This design comes from an exercise in tuning for small area on the open sky130 flow, not from production work. Function was checked by simulation only, so behaviour that the tests miss may differ from the original.

### design/flow/design.v
module CQ_parser #(
parameter DATA_WIDTH = 256,     
parameter BAR0_SIZE = 16       
)(
input  wire [DATA_WIDTH-1:0]    m_axis_cq_tdata,
input  wire                     m_axis_cq_tvalid,
input  wire [84:0]              m_axis_cq_tuser,
input  wire [DATA_WIDTH/32-1:0] m_axis_cq_tkeep,
input  wire                     m_axis_cq_tlast,
output wire                     m_axis_cq_tready,
output wire                     cq_valid,           
output wire [3:0]               cq_type,            
output wire [BAR0_SIZE-1:0]     cq_reg_addr,        
output wire [63:0]              cq_payload,         
output wire [2:0]               cq_bar_id,          
output wire [15:0]              cq_requester_id,    
output wire [7:0]               cq_tag,             
output wire [2:0]               cq_tc,              
output wire [6:0]               cq_lower_addr,      
output wire [10:0]              cq_payload_dw_count,       
output wire                     cq_last
);
assign      m_axis_cq_tready   = 1'b1;
assign      cq_last           = m_axis_cq_tlast;
assign      cq_valid           = m_axis_cq_tvalid;
assign      cq_reg_addr         = {m_axis_cq_tdata[2 +: (BAR0_SIZE-2)],2'b00};
assign      cq_payload_dw_count     = m_axis_cq_tdata[74:64];
assign      cq_type           = m_axis_cq_tdata[78:75];
assign      cq_requester_id    = m_axis_cq_tdata[95:80];
assign      cq_tag             = m_axis_cq_tdata[103:96];
assign      cq_bar_id          = m_axis_cq_tdata[114:112];
assign      cq_tc              = m_axis_cq_tdata[123:121];
assign      cq_lower_addr      = {m_axis_cq_tdata[6:2], 2'b00};
assign      cq_payload         = {m_axis_cq_tdata[191:160], m_axis_cq_tdata[159:128]};
endmodule
module CC_formatter #(
    parameter DATA_WIDTH = 256
)(
input  wire                         cc_valid,           
input  wire [15:0]                  cc_requester_id,    
input  wire [7:0]                   cc_tag,             
input  wire [2:0]                   cc_tc,              
input  wire [6:0]                   cc_lower_addr,      
input  wire [10:0]                  cc_dword_count,     
output wire                         cc_ready,           
input  wire [2:0]                   cc_status,     
input  wire [127:0]                 cc_payload,            
input  wire                         cc_last,               
output wire [DATA_WIDTH-1:0]        s_axis_cc_tdata,
output wire                         s_axis_cc_tvalid,
output wire [32:0]                  s_axis_cc_tuser,
output wire [DATA_WIDTH / 32-1:0]   s_axis_cc_tkeep,
output wire                         s_axis_cc_tlast,
input  wire [3:0]                   s_axis_cc_tready     
);
assign s_axis_cc_tuser      = 33'h0;
wire [95:0] descriptor;
assign descriptor[6:0]      = cc_lower_addr;         
assign descriptor[7]        = 1'b0;                   
assign descriptor[9:8]      = 2'b00;                  
assign descriptor[15:10]    = 6'b0;                   
assign descriptor[28:16]    = cc_dword_count<<2;       
assign descriptor[29]       = 1'b0;                   
assign descriptor[31:30]    = 2'b0;                   
assign descriptor[42:32]    = cc_dword_count;        
assign descriptor[45:43]    = cc_status;             
assign descriptor[46]       = 1'b0;                   
assign descriptor[47]       = 1'b0;                   
assign descriptor[63:48]    = cc_requester_id;       
assign descriptor[71:64]    = cc_tag;                
assign descriptor[87:72]    = 16'h0000;       
assign descriptor[88]       = 1'b0;                   
assign descriptor[91:89]    = cc_tc;                 
assign descriptor[94:92]    = 3'b000;               
assign descriptor[95]       = 1'b0;                   
assign s_axis_cc_tdata      = {32'h0, cc_payload[127:0], descriptor};
assign s_axis_cc_tvalid     = cc_valid;
assign s_axis_cc_tkeep      = (cc_dword_count == 11'd2) ? 8'h1F :            
                              (cc_dword_count == 11'd1) ? 8'h0F : 8'hFF;     
assign s_axis_cc_tlast      = cc_last;
assign cc_ready             = s_axis_cc_tready[0];
endmodule
module RQ_gearbox256 #(
    parameter DATA_WIDTH = 256
)(
    input  wire                   clk,
    input  wire                   rst_n,
    (* MARK_DEBUG = "TRUE" *)   input  wire [127:0]              rq_descriptor,
    (* MARK_DEBUG = "TRUE" *)   input  wire [255:0]              rq_payload,
    (* MARK_DEBUG = "TRUE" *)   input  wire [10:0]               rq_payload_dw_count,  
    (* MARK_DEBUG = "TRUE" *)   input  wire                      rq_payload_last,
    (* MARK_DEBUG = "TRUE" *)   input  wire                      rq_valid,
    (* MARK_DEBUG = "TRUE" *)   input  wire                      rq_payload_sop,
    (* MARK_DEBUG = "TRUE" *)   output wire                      rq_ready, 
    (* MARK_DEBUG = "TRUE" *)   output reg  [DATA_WIDTH-1:0]      s_axis_rq_tdata,
    (* MARK_DEBUG = "TRUE" *)   output reg                        s_axis_rq_tvalid,
    (* MARK_DEBUG = "TRUE" *)   output reg  [59:0]                s_axis_rq_tuser,
    (* MARK_DEBUG = "TRUE" *)   output reg  [7:0]                 s_axis_rq_tkeep,
    (* MARK_DEBUG = "TRUE" *)   output reg                        s_axis_rq_tlast,
    (* MARK_DEBUG = "TRUE" *)   input  wire                       s_axis_rq_tready
);
    reg [127:0] data_saver;
    reg [0:0]   one_more_cycle;
    function [7:0] calc_tail_keep(input [10:0] count);
        case (count & 11'd7)  
            11'd1: calc_tail_keep = 8'b0001_1111;
            11'd2: calc_tail_keep = 8'b0011_1111;
            11'd3: calc_tail_keep = 8'b0111_1111;
            11'd4: calc_tail_keep = 8'b1111_1111;  
            11'd5: calc_tail_keep = 8'b0000_0001;  
            11'd6: calc_tail_keep = 8'b0000_0011;
            11'd7: calc_tail_keep = 8'b0000_0111;
            11'd0: calc_tail_keep = 8'b0000_1111;
            default: calc_tail_keep = 8'hFF;  
        endcase
    endfunction
    function [0:0] one_more (input [10:0] count);
        if ((count & 11'd7) <= 11'd4)
            one_more = 1'b0;
        else
            one_more = 1'b1;
    endfunction
    always @(posedge clk or negedge rst_n) begin
        if (!rst_n) begin
            s_axis_rq_tdata   <= 256'b0;
            s_axis_rq_tvalid  <= 1'b0;
            s_axis_rq_tlast   <= 1'b0;
            s_axis_rq_tkeep   <= 8'b0;
            s_axis_rq_tuser   <= 60'b0;
            data_saver        <= 128'b0;
            one_more_cycle    <= 1'b0;
        end 
        else if (s_axis_rq_tready) begin
            if (rq_valid) begin
                if (s_axis_rq_tlast) begin
                    s_axis_rq_tlast   <= 1'b0;
                end
                if (rq_descriptor[78:75] == 4'b0000) begin
                    s_axis_rq_tdata   <= {128'b0, rq_descriptor};
                    s_axis_rq_tvalid  <= 1'b1;
                    s_axis_rq_tlast   <= 1'b1;
                    s_axis_rq_tkeep   <= 8'h0F;  
                    s_axis_rq_tuser   <= {52'b0, rq_descriptor[107:104], rq_descriptor[111:108]};
                    one_more_cycle    <= 1'b0;
                end
                else begin
                    one_more_cycle <= one_more(rq_payload_dw_count);
                    if (rq_payload_sop && !one_more(rq_payload_dw_count) && rq_payload_dw_count <= 11'd4) begin
                        s_axis_rq_tdata   <= {rq_payload[127:0], rq_descriptor};
                        s_axis_rq_tvalid  <= 1'b1;
                        s_axis_rq_tlast   <= 1'b1;
                        s_axis_rq_tkeep   <= calc_tail_keep(rq_payload_dw_count);
                        s_axis_rq_tuser   <= {52'b0, rq_descriptor[107:104], rq_descriptor[111:108]};
                    end
                    else if (rq_payload_sop) begin
                        s_axis_rq_tdata   <= {rq_payload[127:0], rq_descriptor};
                        data_saver        <= rq_payload[255:128];  
                        s_axis_rq_tuser   <= {52'b0, rq_descriptor[107:104], rq_descriptor[111:108]};
                        s_axis_rq_tvalid  <= 1'b1;
                        s_axis_rq_tlast   <= 1'b0;
                        s_axis_rq_tkeep   <= 8'hFF;
                    end
                    else if (!rq_payload_last) begin
                        s_axis_rq_tdata   <= {rq_payload[127:0], data_saver};
                        data_saver        <= rq_payload[255:128];  
                        s_axis_rq_tuser   <= 60'b0;
                        s_axis_rq_tlast   <= 1'b0;
                        s_axis_rq_tvalid  <= 1'b1;
                        s_axis_rq_tkeep   <= 8'hFF;
                    end
                    else if (rq_payload_last && ! one_more(rq_payload_dw_count))begin
                        s_axis_rq_tdata   <= {rq_payload[127:0], data_saver};
                        data_saver        <= 0;  
                        s_axis_rq_tuser   <= 60'b0;
                        s_axis_rq_tlast   <= 1'b1;
                        s_axis_rq_tvalid  <= 1'b1;
                        s_axis_rq_tkeep   <= calc_tail_keep(rq_payload_dw_count);
                    end
                    else if (rq_payload_last && one_more(rq_payload_dw_count))begin
                        s_axis_rq_tdata   <= {rq_payload[127:0], data_saver};
                        data_saver        <= rq_payload[255:128];  
                        s_axis_rq_tuser   <= 60'b0;
                        s_axis_rq_tlast   <= 1'b0;  
                        s_axis_rq_tvalid  <= 1'b1;
                        s_axis_rq_tkeep   <= 8'hFF;
                    end
                end
            end
            else if (one_more_cycle) begin
                s_axis_rq_tdata   <= {data_saver, 128'b0};
                s_axis_rq_tvalid  <= 1'b1;   
                s_axis_rq_tlast   <= 1'b1;  
                s_axis_rq_tkeep   <= calc_tail_keep(rq_payload_dw_count);
                s_axis_rq_tuser   <= 60'b0;
                one_more_cycle    <= 1'b0;
            end
            else begin
                s_axis_rq_tdata   <= 256'b0;
                s_axis_rq_tvalid  <= 1'b0;
                s_axis_rq_tlast   <= 1'b0;
                s_axis_rq_tkeep   <= 8'b0;
                s_axis_rq_tuser   <= 60'b0;
                data_saver        <= 128'b0;
                one_more_cycle    <= 1'b0;
            end
        end
    end
    assign rq_ready = s_axis_rq_tready && !one_more_cycle;
endmodule
module RQ_formatter #(
parameter DATA_WIDTH = 256
)(
input clk,
input rst_n,
output wire [DATA_WIDTH-1:0]        s_axis_rq_tdata,     
output wire                         s_axis_rq_tvalid,    
output wire [59:0]                  s_axis_rq_tuser,     
output wire [DATA_WIDTH / 32-1:0]   s_axis_rq_tkeep,     
output wire                         s_axis_rq_tlast,     
input  wire                         s_axis_rq_tready,    
input  wire [3:0]                   rq_type,             
input  wire [63:0]                  rq_addr,             
input  wire [10:0]                  rq_payload_dw_count,      
input  wire [7:0]                   rq_tag,              
input  wire [2:0]                   rq_tc,               
input  wire                         rq_valid,            
input  wire                         rq_payload_sop,      
input  wire                         rq_payload_last,     
input  wire [255:0]                 rq_payload,
output wire                         rq_ready             
);
wire [127:0] rq_descriptor;
assign rq_descriptor[1:0]     = 2'b00;                  
assign rq_descriptor[63:2]    = rq_addr[63:2];          
assign rq_descriptor[74:64]   = rq_payload_dw_count;    
assign rq_descriptor[78:75]   = rq_type;                
assign rq_descriptor[79]      = 1'b0;                   
assign rq_descriptor[95:80]   = 16'h0000;               
assign rq_descriptor[103:96]  = rq_tag;                 
assign rq_descriptor[107:104] = (rq_payload_dw_count == 11'd1) ? 4'b0000 : 4'b1111;  
assign rq_descriptor[111:108] = 4'b1111;                  
assign rq_descriptor[112]     = 1'b0;                   
assign rq_descriptor[114:113] = 2'b00;                  
assign rq_descriptor[119:115] = 5'b00000;               
assign rq_descriptor[120]     = 1'b0;                   
assign rq_descriptor[123:121] = 3'b000;                 
assign rq_descriptor[126:124] = rq_tc;                  
assign rq_descriptor[127]     = 1'b0;                   
RQ_gearbox256 RQ_gearbox256_inst (
    .clk                (clk),
    .rst_n              (rst_n),
    .rq_descriptor        (rq_descriptor),
    .rq_payload           (rq_payload),
    .rq_payload_dw_count  (rq_payload_dw_count),
    .rq_payload_last      (rq_payload_last),
    .rq_valid             (rq_valid),
    .rq_payload_sop       (rq_payload_sop),
    .rq_ready             (rq_ready),
    .s_axis_rq_tdata   (s_axis_rq_tdata),
    .s_axis_rq_tvalid  (s_axis_rq_tvalid),
    .s_axis_rq_tuser   (s_axis_rq_tuser),
    .s_axis_rq_tkeep   (s_axis_rq_tkeep),
    .s_axis_rq_tlast   (s_axis_rq_tlast),
    .s_axis_rq_tready  (s_axis_rq_tready)
);
endmodule
module RC_gearbox256 #(
    parameter DATA_WIDTH = 256
)(
    input  wire                         clk,
    input  wire                         rst_n,
    (* MARK_DEBUG = "TRUE" *)   input  wire [DATA_WIDTH-1:0]        m_axis_rc_tdata,
    (* MARK_DEBUG = "TRUE" *)   input  wire                         m_axis_rc_tvalid,
    (* MARK_DEBUG = "TRUE" *)   input  wire [74:0]                  m_axis_rc_tuser,
    (* MARK_DEBUG = "TRUE" *)   input  wire [DATA_WIDTH/32-1:0]     m_axis_rc_tkeep,
    (* MARK_DEBUG = "TRUE" *)   input  wire                         m_axis_rc_tlast,
    (* MARK_DEBUG = "TRUE" *)   output wire                         m_axis_rc_tready,
    (* MARK_DEBUG = "TRUE" *)   output reg                          rc_valid,
    (* MARK_DEBUG = "TRUE" *)   output reg                          rc_payload_last,
    (* MARK_DEBUG = "TRUE" *)   output wire  [255:0]                rc_payload     ,
    (* MARK_DEBUG = "TRUE" *)   output reg   [7:0]                  rc_payload_dw_keep,
    (* MARK_DEBUG = "TRUE" *)   output reg   [95:0]                 rc_descriptor
);
    (* MARK_DEBUG = "TRUE" *)   wire   sop     = m_axis_rc_tvalid? m_axis_rc_tuser[32] : 1'b0;  
    (* MARK_DEBUG = "TRUE" *)   reg [159:0]    data_saver           ;
    (* MARK_DEBUG = "TRUE" *)   reg [7:0]      rc_last_keep         ;
assign rc_payload = {m_axis_rc_tdata[95:0], data_saver};
always @(posedge clk or negedge rst_n) begin
    if (!rst_n) begin
        rc_valid            <= 1'b0;
        rc_payload_last     <= 1'b0;
        rc_payload_dw_keep  <= 8'h0;
        rc_descriptor       <= 96'h0;
        data_saver          <= 160'h0;
        rc_last_keep        <= 8'h0;
    end else if (m_axis_rc_tvalid) begin
            rc_valid            <= 1'b1;
            data_saver          <= m_axis_rc_tdata[255:96];
            if (sop) begin
                rc_last_keep        <= calc_tail_keep(m_axis_rc_tdata[42:32]);
                rc_descriptor       <= m_axis_rc_tdata[95:0];
            end
            if (m_axis_rc_tdata[42:32] <11'd8) begin
                rc_payload_last     <= 1'b1;
                rc_payload_dw_keep  <= calc_tail_keep(m_axis_rc_tdata[42:32]);  
            end else if (!m_axis_rc_tlast) begin  
                rc_payload_last     <= 1'b0;
                rc_payload_dw_keep  <= 8'hFF;
            end else if (m_axis_rc_tlast) begin  
                rc_payload_last     <= 1'b1;
                rc_payload_dw_keep  <= rc_last_keep;
            end
    end else begin
    data_saver          <= 160'h0;
    rc_valid            <= 1'b0;
    rc_payload_last     <= 1'b0;
    rc_payload_dw_keep  <= 8'h0;
    rc_descriptor       <= 96'h0;
    rc_last_keep        <= 8'h0;
    end
end
    assign m_axis_rc_tready = 1'b1;
    function [7:0] calc_tail_keep(input [10:0] dw_count);
        case (dw_count[2:0])
            3'd5: calc_tail_keep = 8'b0001_1111; 
            3'd6: calc_tail_keep = 8'b0011_1111;  
            3'd7: calc_tail_keep = 8'b0111_1111;
            3'd0: calc_tail_keep = 8'b1111_1111;
            3'd1: calc_tail_keep = 8'b0000_0001;
            3'd2: calc_tail_keep = 8'b0000_0011;  
            3'd3: calc_tail_keep = 8'b0000_0111;
            3'd4: calc_tail_keep = 8'b0000_1111;
            default: calc_tail_keep = 8'hFF;
        endcase
    endfunction
endmodule
module RC_parser #(
parameter DATA_WIDTH = 256
)(
input  wire                         clk,
input  wire                         rst_n,
input  wire [DATA_WIDTH-1:0]        m_axis_rc_tdata,
input  wire                         m_axis_rc_tvalid,
input  wire [74:0]                  m_axis_rc_tuser,
input  wire [DATA_WIDTH / 32-1:0]   m_axis_rc_tkeep,
input  wire                         m_axis_rc_tlast,  
output wire                         m_axis_rc_tready,
output wire  [11:0]                  rc_lower_addr,
output wire  [3:0]                   rc_err_code,
output wire  [12:0]                  rc_payload_byte_count,
output wire                          rc_request_completed,
output wire  [15:0]                  rc_requester_id,
output wire  [15:0]                  rc_completer_id,  
output wire  [7:0]                   rc_tag,
output wire  [12:0]                  rc_payload_dw_count,
output wire                          rc_posioned,
output wire                         rc_valid,                
output wire                         rc_payload_last,          
output wire [255:0]                 rc_payload,              
output wire [DATA_WIDTH / 32-1:0]   rc_payload_dw_keep          
);
wire [95:0] rc_descriptor;
assign    rc_lower_addr           = rc_descriptor[11:0];
assign    rc_err_code             = rc_descriptor[15:12];
assign    rc_payload_byte_count   = rc_descriptor[28:16] ;
assign    rc_request_completed    = rc_descriptor[30];
assign    rc_payload_dw_count    = rc_descriptor[42:32];
assign    rc_requester_id         = rc_descriptor[63:48];
assign    rc_completer_id         = rc_descriptor[87:72];
assign    rc_tag                  = rc_descriptor[71:64];
assign    rc_posioned             = rc_descriptor[46];
RC_gearbox256 #(
    .DATA_WIDTH(DATA_WIDTH)
) rc_gearbox_inst (
    .clk                    (clk),
    .rst_n                  (rst_n),
    .m_axis_rc_tdata        (m_axis_rc_tdata),
    .m_axis_rc_tvalid       (m_axis_rc_tvalid),
    .m_axis_rc_tuser        (m_axis_rc_tuser),
    .m_axis_rc_tkeep        (m_axis_rc_tkeep),
    .m_axis_rc_tlast        (m_axis_rc_tlast),
    .m_axis_rc_tready       (m_axis_rc_tready),
    .rc_valid               (rc_valid),
    .rc_payload_last        (rc_payload_last),
    .rc_payload             (rc_payload),
    .rc_payload_dw_keep     (rc_payload_dw_keep),
    .rc_descriptor          (rc_descriptor)
);
endmodule
module user_logic #(
    parameter DATA_WIDTH = 256,
    parameter BAR0_SIZE  = 16
)(
    input wire                          user_clk,
    input wire                          user_reset_p,  
    input wire                          cq_valid,
    input wire [3:0]                    cq_type,
    input wire [BAR0_SIZE-1:0]          cq_reg_addr,
    input wire [63:0]                   cq_payload,
    input wire [2:0]                    cq_bar_id,
    input wire [15:0]                   cq_requester_id,
    input wire [7:0]                    cq_tag,
    input wire [2:0]                    cq_tc,
    input wire [6:0]                    cq_lower_addr,
    input wire [10:0]                   cq_payload_dw_count,
    input wire                          cq_last,
    input wire                          cc_ready,
    output reg                          cc_valid,
    output reg[15:0]                    cc_requester_id,
    output reg[7:0]                     cc_tag,
    output reg[2:0]                     cc_tc,
    output reg[6:0]                     cc_lower_addr,
    output reg[10:0]                    cc_dword_count,
    output reg[2:0]                     cc_status,
    output reg[DATA_WIDTH/2-1:0]        cc_payload,
    output reg                          cc_last,
    input wire                          rq_ready,
    output reg                          rq_valid,
    output reg[3:0]                     rq_type,
    output reg                          rq_payload_sop,
    output reg                          rq_payload_last,         
    output reg[63:0]                    rq_addr,
    output reg[10:0]                    rq_payload_dw_count,  
    output reg[7:0]                     rq_tag,
    output reg[2:0]                     rq_tc,
    output reg[255:0]                   rq_payload,
    input  wire  [11:0]                 rc_lower_addr,
    input  wire  [3:0]                  rc_err_code,
    input  wire  [12:0]                 rc_payload_byte_count,
    input  wire                         rc_request_completed,
    input  wire  [15:0]                 rc_requester_id,
    input  wire  [7:0]                  rc_tag,
    input  wire                         rc_valid,                
    input  wire                         rc_payload_last,          
    input  wire [255:0]                 rc_payload,              
    input  wire [DATA_WIDTH / 32-1:0]   rc_payload_dw_keep,          
    input  wire                         rc_posioned,
    input  wire [12:0]                  rc_payload_dw_count,
    input wire [2:0]                    cfg_max_payload,
    input wire [2:0]                    cfg_max_read_req,
    input wire [15:0]                   pcie_requester_id
);
    localparam [BAR0_SIZE-1:0] REG_SCRATCH      = 16'h00;
    localparam [BAR0_SIZE-1:0] REG_ID           = 16'h04;
    localparam [BAR0_SIZE-1:0] REG_INT_CTRL     = 16'h08;
    localparam [BAR0_SIZE-1:0] REG_STATUS       = 16'h0C;
    localparam [BAR0_SIZE-1:0] REG_DMA_ADDR     = 16'h10;   
    localparam [BAR0_SIZE-1:0] REG_DMA_CTRL     = 16'h18;
    localparam [BAR0_SIZE-1:0] REG_DMA_STATUS   = 16'h1C;
    localparam [BAR0_SIZE-1:0] REG_RT_SRC_ADDR  = 16'h20;
    localparam [BAR0_SIZE-1:0] REG_RT_DST_ADDR  = 16'h28;
    localparam [BAR0_SIZE-1:0] REG_RT_CTRL      = 16'h30;
    localparam [BAR0_SIZE-1:0] REG_RT_STATUS    = 16'h34;
    localparam [3:0] TYPE_READ = 4'b0000;
    localparam [3:0] TYPE_WRITE= 4'b0001;
    reg [63:0] cq_val_REG_SCRATCH      ;
    reg [63:0] cq_val_REG_ID           ;
    reg [63:0] cq_val_REG_INT_CTRL     ;
    reg [63:0] cq_val_REG_STATUS       ;
    reg [63:0] cq_val_REG_DMA_ADDR     ;
    reg [63:0] cq_val_REG_DMA_CTRL     ;
    reg [63:0] cq_val_REG_DMA_STATUS   ;
    reg [63:0] cq_val_REG_RT_SRC_ADDR  ;
    reg [63:0] cq_val_REG_RT_DST_ADDR  ;
    reg [63:0] cq_val_REG_RT_CTRL      ;
    reg [63:0] in_val_REG_RT_STATUS    ;
    reg [255:0] small_buffer            ;
    reg [7:0]   small_buffer_dw_keep  ;
    reg [12:0]  small_byte_count ;
    reg [255:0] large_buffer [1:0]      ;
    reg [7:0]   large_buffer_dw_keep [1:0] ;
    reg [12:0]  large_byte_count [1:0] ;
    reg [1:0]   beat_cnt                ;
    reg [BAR0_SIZE-1:0] temp_cq_reg_addr          ;
    reg [15:0]          temp_cq_requester_id      ;   
    reg [7:0]           temp_cq_tag               ;
    reg [2:0]           temp_cq_tc                ;
    reg [6:0]           temp_cq_lower_addr        ;
    reg [10:0]          temp_cq_payload_dw_count  ;  
always @(posedge user_clk or posedge user_reset_p) begin
    if (user_reset_p) begin
        cq_val_REG_SCRATCH         <= {64{1'b0}};
        cq_val_REG_ID              <= {64{1'b0}};
        cq_val_REG_INT_CTRL        <= {64{1'b0}};
        cq_val_REG_STATUS          <= {64{1'b0}};
        cq_val_REG_DMA_ADDR        <= {64{1'b0}};
        cq_val_REG_DMA_CTRL        <= {64{1'b0}};
        cq_val_REG_DMA_STATUS      <= {64{1'b0}};
        cq_val_REG_RT_SRC_ADDR     <= {64{1'b0}};
        cq_val_REG_RT_DST_ADDR     <= {64{1'b0}};
        cq_val_REG_RT_CTRL         <= {64{1'b0}};
        temp_cq_reg_addr        <= {BAR0_SIZE{1'b0}};
        temp_cq_requester_id    <= 16'b0;
        temp_cq_tag             <= 8'b0;
        temp_cq_tc              <= 3'b0;
        temp_cq_lower_addr      <= 7'b0;
        temp_cq_payload_dw_count<= 11'b0;
    end else begin
        if (cq_valid == 1) begin
            if (cq_type == TYPE_WRITE) begin
                case (cq_reg_addr)
                    REG_SCRATCH     :   cq_val_REG_SCRATCH    <= cq_payload;
                    REG_ID          :   cq_val_REG_ID         <= cq_payload;
                    REG_INT_CTRL    :   cq_val_REG_INT_CTRL   <= cq_payload;
                    REG_STATUS      :   cq_val_REG_STATUS     <= cq_payload;
                    REG_DMA_ADDR    :   cq_val_REG_DMA_ADDR   <= cq_payload;
                    REG_DMA_CTRL    :   cq_val_REG_DMA_CTRL   <= cq_payload;
                    REG_DMA_STATUS  :   cq_val_REG_DMA_STATUS <= cq_payload;
                    REG_RT_SRC_ADDR :   cq_val_REG_RT_SRC_ADDR<= cq_payload;
                    REG_RT_DST_ADDR :   cq_val_REG_RT_DST_ADDR<= cq_payload;
                    REG_RT_CTRL     :   cq_val_REG_RT_CTRL    <= cq_payload;
                default: ;  
                endcase
            end else if (cq_type == TYPE_READ) begin
                temp_cq_reg_addr        <= cq_reg_addr          ; 
                temp_cq_requester_id    <= cq_requester_id      ;
                temp_cq_tag             <= cq_tag               ;
                temp_cq_tc              <= cq_tc                ;
                temp_cq_lower_addr      <= cq_lower_addr        ;
                temp_cq_payload_dw_count<= cq_payload_dw_count  ;
            end
        end
    end
end
    reg [1:0]  cc_state;
    localparam IDLE          = 2'd0;
    localparam CC_RESP       = 2'd1;
always @(posedge user_clk or posedge user_reset_p) begin
    if (user_reset_p) begin
        cc_state           <= IDLE;
    end else if (cq_valid &&  cq_type == TYPE_READ) begin
        cc_state          <= CC_RESP;
    end else if (cc_state == CC_RESP) begin
        cc_state          <= IDLE;
    end
end
function [63:0] get_cc_payload (input [BAR0_SIZE-1:0] reg_addr);
    begin
        case (reg_addr)
            REG_SCRATCH     :   get_cc_payload = cq_val_REG_SCRATCH;
            REG_ID          :   get_cc_payload = cq_val_REG_ID;
            REG_INT_CTRL    :   get_cc_payload = cq_val_REG_INT_CTRL;
            REG_STATUS      :   get_cc_payload = cq_val_REG_STATUS;
            REG_DMA_ADDR    :   get_cc_payload = cq_val_REG_DMA_ADDR;
            REG_DMA_CTRL    :   get_cc_payload = cq_val_REG_DMA_CTRL;
            REG_DMA_STATUS  :   get_cc_payload = cq_val_REG_DMA_STATUS;
            REG_RT_SRC_ADDR :   get_cc_payload = cq_val_REG_RT_SRC_ADDR;
            REG_RT_DST_ADDR :   get_cc_payload = cq_val_REG_RT_DST_ADDR;
            REG_RT_CTRL     :   get_cc_payload = cq_val_REG_RT_CTRL;
            REG_RT_STATUS   :   get_cc_payload = in_val_REG_RT_STATUS;
        default: get_cc_payload = {64{1'b0}};  
        endcase
    end
endfunction
always @(posedge user_clk or posedge user_reset_p) begin
    if (user_reset_p) begin
        cc_valid            <= 1'b0;
        cc_requester_id     <= 16'h0;
        cc_tag              <= 8'h0;
        cc_tc               <= 3'h0;
        cc_lower_addr       <= 7'h0;
        cc_dword_count      <= 11'h0;
        cc_status           <= 3'b000;  
        cc_payload          <= {64{1'b0}};
        cc_last             <= 1'b0;
    end else if (cc_state == CC_RESP && cc_ready) begin
                    cc_valid            <= 1'b1;
                    cc_requester_id     <= temp_cq_requester_id;
                    cc_tag              <= temp_cq_tag;
                    cc_tc               <= temp_cq_tc;
                    cc_lower_addr       <= temp_cq_lower_addr;
                    cc_dword_count      <= temp_cq_payload_dw_count;
                    cc_status           <= 3'b000;  
                    cc_payload          <= {{64{1'b0}}, get_cc_payload(temp_cq_reg_addr)};
                    cc_last             <= 1'b1;  
                end
    else if (cc_state == IDLE) begin
        cc_valid            <= 1'b0;
        cc_last             <= 1'b0;  
    end
end
    reg [2:0]  rt_state;
    reg        rt_rc_received;
    reg        write_beat_upper; 
    localparam RT_IDLE       = 3'd0;
    localparam RT_SEND_READ  = 3'd1;
    localparam RT_WAIT_DATA  = 3'd2;
    localparam RT_SEND_WRITE = 3'd3;
    localparam RT_DONE       = 3'd4;
always @(posedge user_clk or posedge user_reset_p) begin
    if (user_reset_p) begin
        rt_state           <= RT_IDLE;
        in_val_REG_RT_STATUS <= 64'b0;
    end else begin
        case (rt_state)
            RT_IDLE: begin
                if (cq_val_REG_RT_CTRL == 1 || cq_val_REG_RT_CTRL == 2)
                    rt_state <= RT_SEND_READ;
            end
            RT_SEND_READ: begin
                if (rq_ready)
                    rt_state <= RT_WAIT_DATA;
            end
            RT_WAIT_DATA: begin
                if (rt_rc_received)
                    rt_state <= RT_SEND_WRITE;
            end
            RT_SEND_WRITE: begin
                if (rq_ready) begin
                    if (cq_val_REG_RT_CTRL == 1) begin
                        rt_state <= RT_DONE;
                    end else if (cq_val_REG_RT_CTRL == 2) begin
                        if (write_beat_upper && rq_payload_last)
                            rt_state <= RT_DONE;
                    end
                end
            end
            RT_DONE: begin
                 in_val_REG_RT_STATUS <= 64'd2;  
                 if (cq_val_REG_RT_CTRL == 0)
                    rt_state <= RT_IDLE;
            end
            default: begin
                rt_state <= rt_state;
            end
        endcase
        if (rt_state == RT_IDLE)
            in_val_REG_RT_STATUS <= 64'd0;
    end
end
always @(posedge user_clk or posedge user_reset_p)  begin
    if (user_reset_p) begin
        rq_valid            <= 1'b0;
        rq_type             <= 4'b0;
        rq_payload_sop      <= 1'b0;
        rq_payload_last     <= 1'b0;
        rq_addr             <= 64'b0;
        rq_payload_dw_count <= 11'b0;
        rq_tag              <= 8'b0;
        rq_tc               <= 3'b0;
        rq_payload          <= 256'b0;
        write_beat_upper    <= 1'b0;
    end else begin
        case (rt_state)
            RT_SEND_READ: begin
                rq_valid            <= 1'b1;
                rq_type             <= TYPE_READ;
                rq_payload_sop      <= 1'b1;
                rq_payload_last     <= 1'b1;
                rq_addr             <= cq_val_REG_RT_SRC_ADDR;
                rq_payload_dw_count <= (cq_val_REG_RT_CTRL == 1) ? 11'd4 : 11'd12;
                rq_tag              <= 8'd1;
            end
            RT_SEND_WRITE: begin
                rq_valid            <= 1'b1;
                rq_type             <= TYPE_WRITE;
                rq_addr             <= cq_val_REG_RT_DST_ADDR;
                rq_tag              <= 8'd2;
                if (cq_val_REG_RT_CTRL == 1) begin
                    rq_payload_sop      <= 1'b1;
                    rq_payload_last     <= 1'b1;
                    rq_payload_dw_count <= 11'd4;
                    rq_payload          <= small_buffer;
                end else begin
                    rq_payload_dw_count <= 11'd12;
                    if (!write_beat_upper) begin
                         rq_payload_sop      <= 1'b1;
                         rq_payload_last     <= 1'b0;
                         rq_payload          <= large_buffer[0];
                         if (rq_ready) write_beat_upper <= 1'b1;
                    end else begin
                         rq_payload_sop      <= 1'b0;
                         rq_payload_last     <= 1'b1;
                         rq_payload          <= large_buffer[1];
                         if (rq_ready) write_beat_upper <= 1'b0;
                    end
                end
            end
            RT_DONE: begin
                 write_beat_upper <= 1'b0;
                 rq_valid <= 1'b0;
            end
            default: begin
                 rq_valid <= 1'b0;
            end
        endcase
    end
end
always @(posedge user_clk or posedge user_reset_p)  begin
    if (user_reset_p) begin
        small_buffer    <= 256'b0;
        small_buffer_dw_keep <= 8'b0;
        small_byte_count <= 13'b0;
        large_buffer[0] <= 256'b0;
        large_buffer[1] <= 256'b0;
        large_buffer_dw_keep[0] <= 8'b0;
        large_buffer_dw_keep[1] <= 8'b0;
        large_byte_count[0] <= 13'b0;
        large_byte_count[1] <= 13'b0;
        beat_cnt        <= 2'b0;
        rt_rc_received  <= 1'b0;
    end else begin
        if (rt_state == RT_IDLE) 
            rt_rc_received <= 1'b0;
        if (rc_valid) begin
            if (cq_val_REG_RT_CTRL == 1) begin
                small_buffer <= rc_payload;
                small_buffer_dw_keep <= rc_payload_dw_keep;
                small_byte_count <= rc_payload_byte_count;
                if (rc_payload_last) rt_rc_received <= 1'b1;
            end else if (cq_val_REG_RT_CTRL == 2) begin
                if (beat_cnt < 2'd2) begin
                    large_buffer[beat_cnt[0]] <= rc_payload;
                    large_buffer_dw_keep[beat_cnt[0]] <= rc_payload_dw_keep;
                    large_byte_count[beat_cnt[0]] <= rc_payload_byte_count;
                end
                if (rc_payload_last) begin
                    beat_cnt <= 2'b0;
                    rt_rc_received <= 1'b1;
                end else
                    beat_cnt <= beat_cnt + 1'b1;
            end
        end
    end
end
endmodule
module venturi_core #(
    parameter DATA_WIDTH = 256,
    parameter BAR0_SIZE  = 16
)(
    input  wire                         clk,
    input  wire                         user_reset,      
    input  wire [DATA_WIDTH-1:0]        m_axis_cq_tdata,
    input  wire                         m_axis_cq_tvalid,
    input  wire [84:0]                  m_axis_cq_tuser,
    input  wire [DATA_WIDTH/32-1:0]     m_axis_cq_tkeep,
    input  wire                         m_axis_cq_tlast,
    output wire                         m_axis_cq_tready,
    output wire [DATA_WIDTH-1:0]        s_axis_cc_tdata,
    output wire                         s_axis_cc_tvalid,
    output wire [32:0]                  s_axis_cc_tuser,
    output wire [DATA_WIDTH/32-1:0]     s_axis_cc_tkeep,
    output wire                         s_axis_cc_tlast,
    input  wire [3:0]                   s_axis_cc_tready,
    output wire [DATA_WIDTH-1:0]        s_axis_rq_tdata,
    output wire                         s_axis_rq_tvalid,
    output wire [59:0]                  s_axis_rq_tuser,
    output wire [DATA_WIDTH/32-1:0]     s_axis_rq_tkeep,
    output wire                         s_axis_rq_tlast,
    input  wire [3:0]                   s_axis_rq_tready,
    input  wire [DATA_WIDTH-1:0]        m_axis_rc_tdata,
    input  wire                         m_axis_rc_tvalid,
    input  wire [74:0]                  m_axis_rc_tuser,
    input  wire [DATA_WIDTH/32-1:0]     m_axis_rc_tkeep,
    input  wire                         m_axis_rc_tlast,
    output wire                         m_axis_rc_tready
);
    wire                    cq_valid;
    wire [3:0]              cq_type;
    wire [BAR0_SIZE-1:0]    cq_reg_addr;
    wire [63:0]             cq_payload;
    wire [2:0]              cq_bar_id;
    wire [15:0]             cq_requester_id;
    wire [7:0]              cq_tag;
    wire [2:0]              cq_tc;
    wire [6:0]              cq_lower_addr;
    wire [10:0]             cq_payload_dw_count;
    wire                    cq_last;
    wire                    cc_ready;
    wire                    cc_valid;
    wire [15:0]             cc_requester_id;
    wire [7:0]              cc_tag;
    wire [2:0]              cc_tc;
    wire [6:0]              cc_lower_addr;
    wire [10:0]             cc_dword_count;
    wire [2:0]              cc_status;
    wire [DATA_WIDTH/2-1:0] cc_payload;
    wire                    cc_last;
    wire                    rq_ready;
    wire                    rq_valid;
    wire [3:0]              rq_type;
    wire                    rq_payload_sop;
    wire                    rq_payload_last;
    wire [63:0]             rq_addr;
    wire [10:0]             rq_payload_dw_count;
    wire [7:0]              rq_tag;
    wire [2:0]              rq_tc;
    wire [DATA_WIDTH-1:0]   rq_payload;
    wire                    rc_valid;
    wire [11:0]             rc_lower_addr;
    wire [3:0]              rc_err_code;
    wire [7:0]              rc_tag;
    wire [12:0]             rc_payload_byte_count;
    wire                    rc_request_completed;
    wire [15:0]             rc_requester_id;
    wire                    rc_payload_last;
    wire [DATA_WIDTH-1:0]   rc_payload;
    wire [DATA_WIDTH/32-1:0] rc_payload_dw_keep;
    wire                    rc_posioned;
    wire [12:0]             rc_payload_dw_count;
    CQ_parser #(
        .DATA_WIDTH                 (DATA_WIDTH),
        .BAR0_SIZE                  (BAR0_SIZE)
    ) cq_parser_inst (
        .m_axis_cq_tdata            (m_axis_cq_tdata),
        .m_axis_cq_tvalid           (m_axis_cq_tvalid),
        .m_axis_cq_tuser            (m_axis_cq_tuser),
        .m_axis_cq_tkeep            (m_axis_cq_tkeep),
        .m_axis_cq_tlast            (m_axis_cq_tlast),
        .m_axis_cq_tready           (m_axis_cq_tready),
        .cq_valid                   (cq_valid),
        .cq_type                    (cq_type),
        .cq_reg_addr                (cq_reg_addr),
        .cq_payload                 (cq_payload),
        .cq_bar_id                  (cq_bar_id),
        .cq_requester_id            (cq_requester_id),
        .cq_tag                     (cq_tag),
        .cq_tc                      (cq_tc),
        .cq_lower_addr              (cq_lower_addr),
        .cq_payload_dw_count        (cq_payload_dw_count),
        .cq_last                    (cq_last)
    );
    CC_formatter #(
        .DATA_WIDTH                 (DATA_WIDTH)
    ) cc_formatter_inst (
        .cc_ready                   (cc_ready),
        .cc_valid                   (cc_valid),
        .cc_requester_id            (cc_requester_id),
        .cc_tag                     (cc_tag),
        .cc_tc                      (cc_tc),
        .cc_lower_addr              (cc_lower_addr),
        .cc_dword_count             (cc_dword_count),
        .cc_status                  (cc_status),
        .cc_payload                 (cc_payload),
        .cc_last                    (cc_last),
        .s_axis_cc_tdata            (s_axis_cc_tdata),
        .s_axis_cc_tvalid           (s_axis_cc_tvalid),
        .s_axis_cc_tuser            (s_axis_cc_tuser),
        .s_axis_cc_tkeep            (s_axis_cc_tkeep),
        .s_axis_cc_tlast            (s_axis_cc_tlast),
        .s_axis_cc_tready           (s_axis_cc_tready)
    );
    RQ_formatter #(
        .DATA_WIDTH                 (DATA_WIDTH)
    ) rq_formatter_inst (
        .clk                        (clk),
        .rst_n                      (~user_reset),
        .rq_valid                   (rq_valid),
        .rq_ready                   (rq_ready),
        .rq_type                    (rq_type),
        .rq_payload_sop             (rq_payload_sop),
        .rq_payload_last            (rq_payload_last),
        .rq_addr                    (rq_addr),
        .rq_payload_dw_count        (rq_payload_dw_count),
        .rq_tag                     (rq_tag),
        .rq_tc                      (rq_tc),
        .rq_payload                 (rq_payload),
        .s_axis_rq_tdata            (s_axis_rq_tdata),
        .s_axis_rq_tvalid           (s_axis_rq_tvalid),
        .s_axis_rq_tuser            (s_axis_rq_tuser),
        .s_axis_rq_tkeep            (s_axis_rq_tkeep),
        .s_axis_rq_tlast            (s_axis_rq_tlast),
        .s_axis_rq_tready           (s_axis_rq_tready[0])
    );
    RC_parser #(
        .DATA_WIDTH                 (DATA_WIDTH)
    ) rc_parser_inst (
        .clk                        (clk),
        .rst_n                      (~user_reset),
        .m_axis_rc_tdata            (m_axis_rc_tdata),
        .m_axis_rc_tvalid           (m_axis_rc_tvalid),
        .m_axis_rc_tuser            (m_axis_rc_tuser),
        .m_axis_rc_tkeep            (m_axis_rc_tkeep),
        .m_axis_rc_tlast            (m_axis_rc_tlast),
        .m_axis_rc_tready           (m_axis_rc_tready),
        .rc_lower_addr              (rc_lower_addr),
        .rc_err_code                (rc_err_code),
        .rc_payload_byte_count      (rc_payload_byte_count),
        .rc_request_completed       (rc_request_completed),
        .rc_requester_id            (rc_requester_id),
        .rc_completer_id            (),
        .rc_tag                     (rc_tag),
        .rc_valid                   (rc_valid),
        .rc_payload_last            (rc_payload_last),
        .rc_payload                 (rc_payload),
        .rc_payload_dw_keep         (rc_payload_dw_keep),
        .rc_posioned                (rc_posioned),
        .rc_payload_dw_count        (rc_payload_dw_count)
    );
    user_logic #(
        .DATA_WIDTH                 (DATA_WIDTH),
        .BAR0_SIZE                  (BAR0_SIZE)
    ) user_logic_inst (
        .user_clk                   (clk),
        .user_reset_p               (user_reset),
        .cq_valid                   (cq_valid),
        .cq_type                    (cq_type),
        .cq_reg_addr                (cq_reg_addr),
        .cq_payload                 (cq_payload),
        .cq_bar_id                  (cq_bar_id),
        .cq_requester_id            (cq_requester_id),
        .cq_tag                     (cq_tag),
        .cq_tc                      (cq_tc),
        .cq_lower_addr              (cq_lower_addr),
        .cq_payload_dw_count        (cq_payload_dw_count),
        .cq_last                    (cq_last),
        .cc_ready                   (cc_ready),
        .cc_valid                   (cc_valid),
        .cc_requester_id            (cc_requester_id),
        .cc_tag                     (cc_tag),
        .cc_tc                      (cc_tc),
        .cc_lower_addr              (cc_lower_addr),
        .cc_dword_count             (cc_dword_count),
        .cc_status                  (cc_status),
        .cc_payload                 (cc_payload),
        .cc_last                    (cc_last),
        .rq_ready                   (rq_ready),
        .rq_valid                   (rq_valid),
        .rq_type                    (rq_type),
        .rq_payload_sop             (rq_payload_sop),
        .rq_payload_last            (rq_payload_last),
        .rq_addr                    (rq_addr),
        .rq_payload_dw_count        (rq_payload_dw_count),
        .rq_tag                     (rq_tag),
        .rq_tc                      (rq_tc),
        .rq_payload                 (rq_payload),
        .rc_lower_addr              (rc_lower_addr),
        .rc_err_code                (rc_err_code),
        .rc_payload_byte_count      (rc_payload_byte_count),
        .rc_request_completed       (rc_request_completed),
        .rc_requester_id            (rc_requester_id),
        .rc_tag                     (rc_tag),
        .rc_valid                   (rc_valid),
        .rc_payload_last            (rc_payload_last),
        .rc_payload                 (rc_payload),
        .rc_payload_dw_keep         (rc_payload_dw_keep),
        .rc_posioned                (rc_posioned),
        .rc_payload_dw_count        (rc_payload_dw_count),
        .cfg_max_payload            (3'd0),
        .cfg_max_read_req           (3'd0),
        .pcie_requester_id          (16'd0)
    );
endmodule
### design/flow/run.sh
#!/bin/bash
# synth_recipe.tcl (not shown) runs the flow's synth.tcl, then flattens the netlist and writes it again
# the make line also repeats each setting of config.mk as NAME=value (left out here)
make -C /OpenROAD-flow-scripts/flow DESIGN_CONFIG=/design/flow/config.mk WORK_HOME=/design/flow/orfs CLKGATE_MAP_FILE= SYNTH_SCRIPT=/design/flow/synth_recipe.tcl finish
### design/flow/config.mk
export PLATFORM = sky130hd
export DESIGN_NAME = venturi_core
export DESIGN_NICKNAME = venturi_core
export VERILOG_FILES = /design/flow/design.v
export SDC_FILE = /design/flow/constraint.sdc
export NUM_CORES = 4
export LEC_CHECK = 0
export CAP_MARGIN = 20
export CORE_MARGIN = 2
export CORE_UTILIZATION = 40
export PLACE_DENSITY = 0.6
export SLEW_MARGIN = 20
### design/flow/constraint.sdc
create_clock -name core_clock -period 5.0 [get_ports {clk}]
set_input_delay 1.0000 -clock core_clock [delete_from_list [all_inputs] [get_ports {clk}]]
set_output_delay 1.0000 -clock core_clock [all_outputs]
set_load 0.01 [all_outputs]
==> out/qor.csv <==
metric;value;unit
antenna_found_initial;90;
crit_chain;nor4_1 -> nand4_1 -> nor4_4 -> nand4b_2 -> or3_4 -> buf_12 -> mux2_4;
rows;185;
via_per_inst;5.44;
grt_pass1_vias;66000;
routabilityCongestion;0.827;
crit_type;reg2reg;
cts.repair.resized;0;
start_util;40.3;%
min_period_over_period;79.9;%
die-area;260000;um2
ir_worst_vdd;356;uV
async_flop_share;100;%
p_total;50.5;mW
grt_pass1_wl;448000;um
finalSetupViolations;0;
hold_depth;2;
slew_headroom;26.1;%
dp_hpwl;194000;um
netlist_top_cells_count;dfrtp_1 (2452), mux2_2 (1459), nand2_1 (531), clkbuf_1 (383), o21ai_0 (354);
r2r_end;user_logic_inst.large_buffer[1][39];
cts_max_path_buffers;4;
reg2reg_from;user_logic_inst.cq_val_REG_RT_CTRL[27];
synth_top_cell_by_area;dfrtp_1;
yosysMostFrequentCell;dfrtp_1;
ios;1329;
drt_iter0_drc;4995;
slew_violations;0;
fin_nets;8871;
dpl_worst_slack;0.928;ns
min_period;4.00;ns
yosysSeqAreaShare;59.9;%
core_area;254000;um2
outcome;timing/DRC/antenna clean;
synth_area_leaders;dfrtp_1 (60%), mux2_2 (16%), mux2_4 (3.5%);
path_depth;7;
cts.clk_slew.worst_paths;0.06;ns
area_growth;19.8;%
numPortBuffers;780;
synth_top_area_share;59.9;%
critical_path.endpoint_type;flop;
cp_top_family;simple AND/OR/NAND/NOR gates;
grt_max_degree;170;
syn_area;102000;um2
cts_tree;built;
rrSetupSlack;1.00;ns
ant_nets;0;
postCtsSetupRepairBufs;0;
dr.pass1.iters;6;
overflow;0;
p_per_area;411;nW/um2
synth_area_per_cell;13.6;um2
drt_drc_violations_left;0;
slowest_delay;0.77;ns
drive_gt1_share;28.2;%
final-hold-violation-count;0;
rsz0062_at_grt;false;
leakagePower;59.9;nW
drv_cap;0;
start_kind;flop;
root_buffer;clkbuf_16;
clock_skew;0.0963;ns
setup_ws;1.00;ns
cp.arrival;4.80;ns
numCtsBuffers;288;
critPathRequiredTime;5.80;ns
reg2reg_depth;7;
worst_slew_pin_slew;1.11;ns
grt_usage;22.9;%
htree_levels;5;
yosys.cell_types.count;59;
cpMaxStageDelayCell;nor4_4;
synth_warnings;6;
chipHeight;510;um
num_vias;63900;
worstSetupStartpoint;user_logic_inst.cq_val_REG_RT_CTRL[27];
drt-wirelength-per-cell;25.8;um
wl;304000;um
clkSinkCount;2452;
endpoint;user_logic_inst.large_buffer[1][39];
fmax;0.250;GHz
synth.ff_latch_count;2452;
hp-class;reg2reg;
synthCells;7504;
path_max_fanout;104;
path_buf_inv;1;
cts.hold.buffers_added;0;
die_w;510;um
insertion_delay;0.95;ns
synth_edf_count;0;
synthFlopType;dfrtp_1;
tns;0;ns
[metal layers]
metal	vias up	share of wire, %	track usage, %
met3	527	7.8	6.41
met2	2075	45	34.7
li1	27700	-	-
met1	33500	44	31.6
met5	-	0.16	0
met4	76	3.3	8.01
[worst min-delay path by stage]
stage                                                            from                                  to  slack (ns)
after floorplan           user_logic_inst.temp_cq_payload_dw_count[0]   user_logic_inst.cc_dword_count[0]        0.43
after global placement        user_logic_inst.temp_cq_requester_id[0]  user_logic_inst.cc_requester_id[0]        0.45
after detailed placement  user_logic_inst.temp_cq_payload_dw_count[7]   user_logic_inst.cc_dword_count[7]        0.45
after CTS                     user_logic_inst.temp_cq_requester_id[5]  user_logic_inst.cc_requester_id[5]        0.45
after global routing          user_logic_inst.temp_cq_requester_id[5]  user_logic_inst.cc_requester_id[5]        0.48
final                         user_logic_inst.temp_cq_requester_id[5]  user_logic_inst.cc_requester_id[5]        0.44
[cells in the final DEF, fill, tap and decap left out, drive strengths merged, types with 15 or more instances in the layout]
cell type      netlist  final
a22oi              115    115
clkdlybuf4s50        0    778
and2               170    170
buf                449    201
diode                0     32
nor2b               73     73
a21o                20     20
and3                15     15
nand3b              16     16
a21oi               41     41
mux2              1724   1724
conb                 2    229
a221o               74     74
o21ai              354    354
nand2              531    531
bufinv               0     16
nand4               22     22
a221oi              50     50
a31oi               49     49
a41oi               16     16
inv                 19     26
nand3               24     24
a222oi              45     45
clkinv               2     36
a22o               317    317
mux2i              330    330
nor4                28     28
dfrtp             2452   2452
clkbuf             383    411
nor2               103    103
o22ai               16     16
[power by group]
group          switching (mW)  total (mW)  internal (mW)
Combinational            4.82        7.70           2.87
Clock                    8.15        20.5           12.3
Sequential               1.08        22.3           21.2
[metrics by stage]
step	instance area [um2]	hold WS (ns)	utilization [%]	instances
floorplan	103000	0.435	-	7731
global placement	114000	0.449	44.6	11200
detailed placement	114000	0.450	44.6	11200
CTS	123000	0.449	48.2	11700
global route	123000	0.475	48.2	11700
finish	123000	0.441	48.2	11700
[worst reg2reg max path, cell delays in order, from the launching register on]
cell and delay (ns):
dfrtp_1 0.45, nor4_1 0.44, nand4_1 0.40, nor4_4 0.78, nand4b_2 0.28, or3_4 0.48, buf_12 0.28, mux2_4 0.77
[final cells by class]
class	count	area, um2
Fill cell	22100	132000
Tap cell	3366	4210
Inverter	21	87.6
Antenna cell	32	80.1
Sequential cell	2452	61400
Multi-Input combinational cell	4426	37800
Timing Repair Buffer	979	10100
Clock buffer	411	8330
Clock inverter	62	758
[sequential cells by signal, indices dropped and copies added, names as in the netlist, 10 cells and up]
register,cells
rc_parser_inst.rc_gearbox_inst.data_saver,160
rq_formatter_inst.RQ_gearbox256_inst.data_saver,128
rq_formatter_inst.RQ_gearbox256_inst.s_axis_rq_tdata,256
user_logic_inst.cc_dword_count,11
user_logic_inst.cc_payload,64
user_logic_inst.cc_requester_id,16
user_logic_inst.cq_val_REG_DMA_ADDR,64
user_logic_inst.cq_val_REG_DMA_CTRL,64
user_logic_inst.cq_val_REG_DMA_STATUS,64
user_logic_inst.cq_val_REG_ID,64
user_logic_inst.cq_val_REG_INT_CTRL,64
user_logic_inst.cq_val_REG_RT_CTRL,64
user_logic_inst.cq_val_REG_RT_DST_ADDR,64
user_logic_inst.cq_val_REG_RT_SRC_ADDR,64
user_logic_inst.cq_val_REG_SCRATCH,64
user_logic_inst.cq_val_REG_STATUS,64
user_logic_inst.large_buffer,512
user_logic_inst.rq_addr,62
user_logic_inst.rq_payload,256
user_logic_inst.small_buffer,256
user_logic_inst.temp_cq_payload_dw_count,11
user_logic_inst.temp_cq_reg_addr,10
user_logic_inst.temp_cq_requester_id,16
[kinds of logic after synthesis]
| group | Yosys count | synth area share (%) |
|---|---|---|
| DFF | 2452 | 59.9 |
| muxes | 2054 | 23.1 |
| AOI/OAI and AO/OA | 1133 | 8.05 |
| and+or+nand+nor | 1006 | 4.63 |
| buffers and inverters | 853 | 4.31 |
| xor gates and xnor gates | 3 | 0.0257 |
| other | 2 | 0.00733 |
| adders and majority gates | 1 | 0.0122 |

-- separate check: timing with driven ports --
In the flow no input, the clock included, has a driving cell. The finished layout below was timed again as built, in two steps.
Step 1, drivers: a clkbuf_16 drives clk and a buf_2 each remaining input, both assumed.
Step 2 moves the port delays by t, midway between the first and last clock arrival at a register: inputs arrive t later, outputs are due t later. That takes back most of the time a late clock gives input paths.
Three values: ideal, step 1, step 2; two values: the first two.
shift t [ns]: 1.002
slack for setup (ns): 1.003 / 1.003 / 0.896
worst slew at a driven data input, ns: 0.28
After both steps this run still meets setup and hold. The setup slack of this run moves by 0.000 ns with the drivers and by -0.107 ns with both steps.
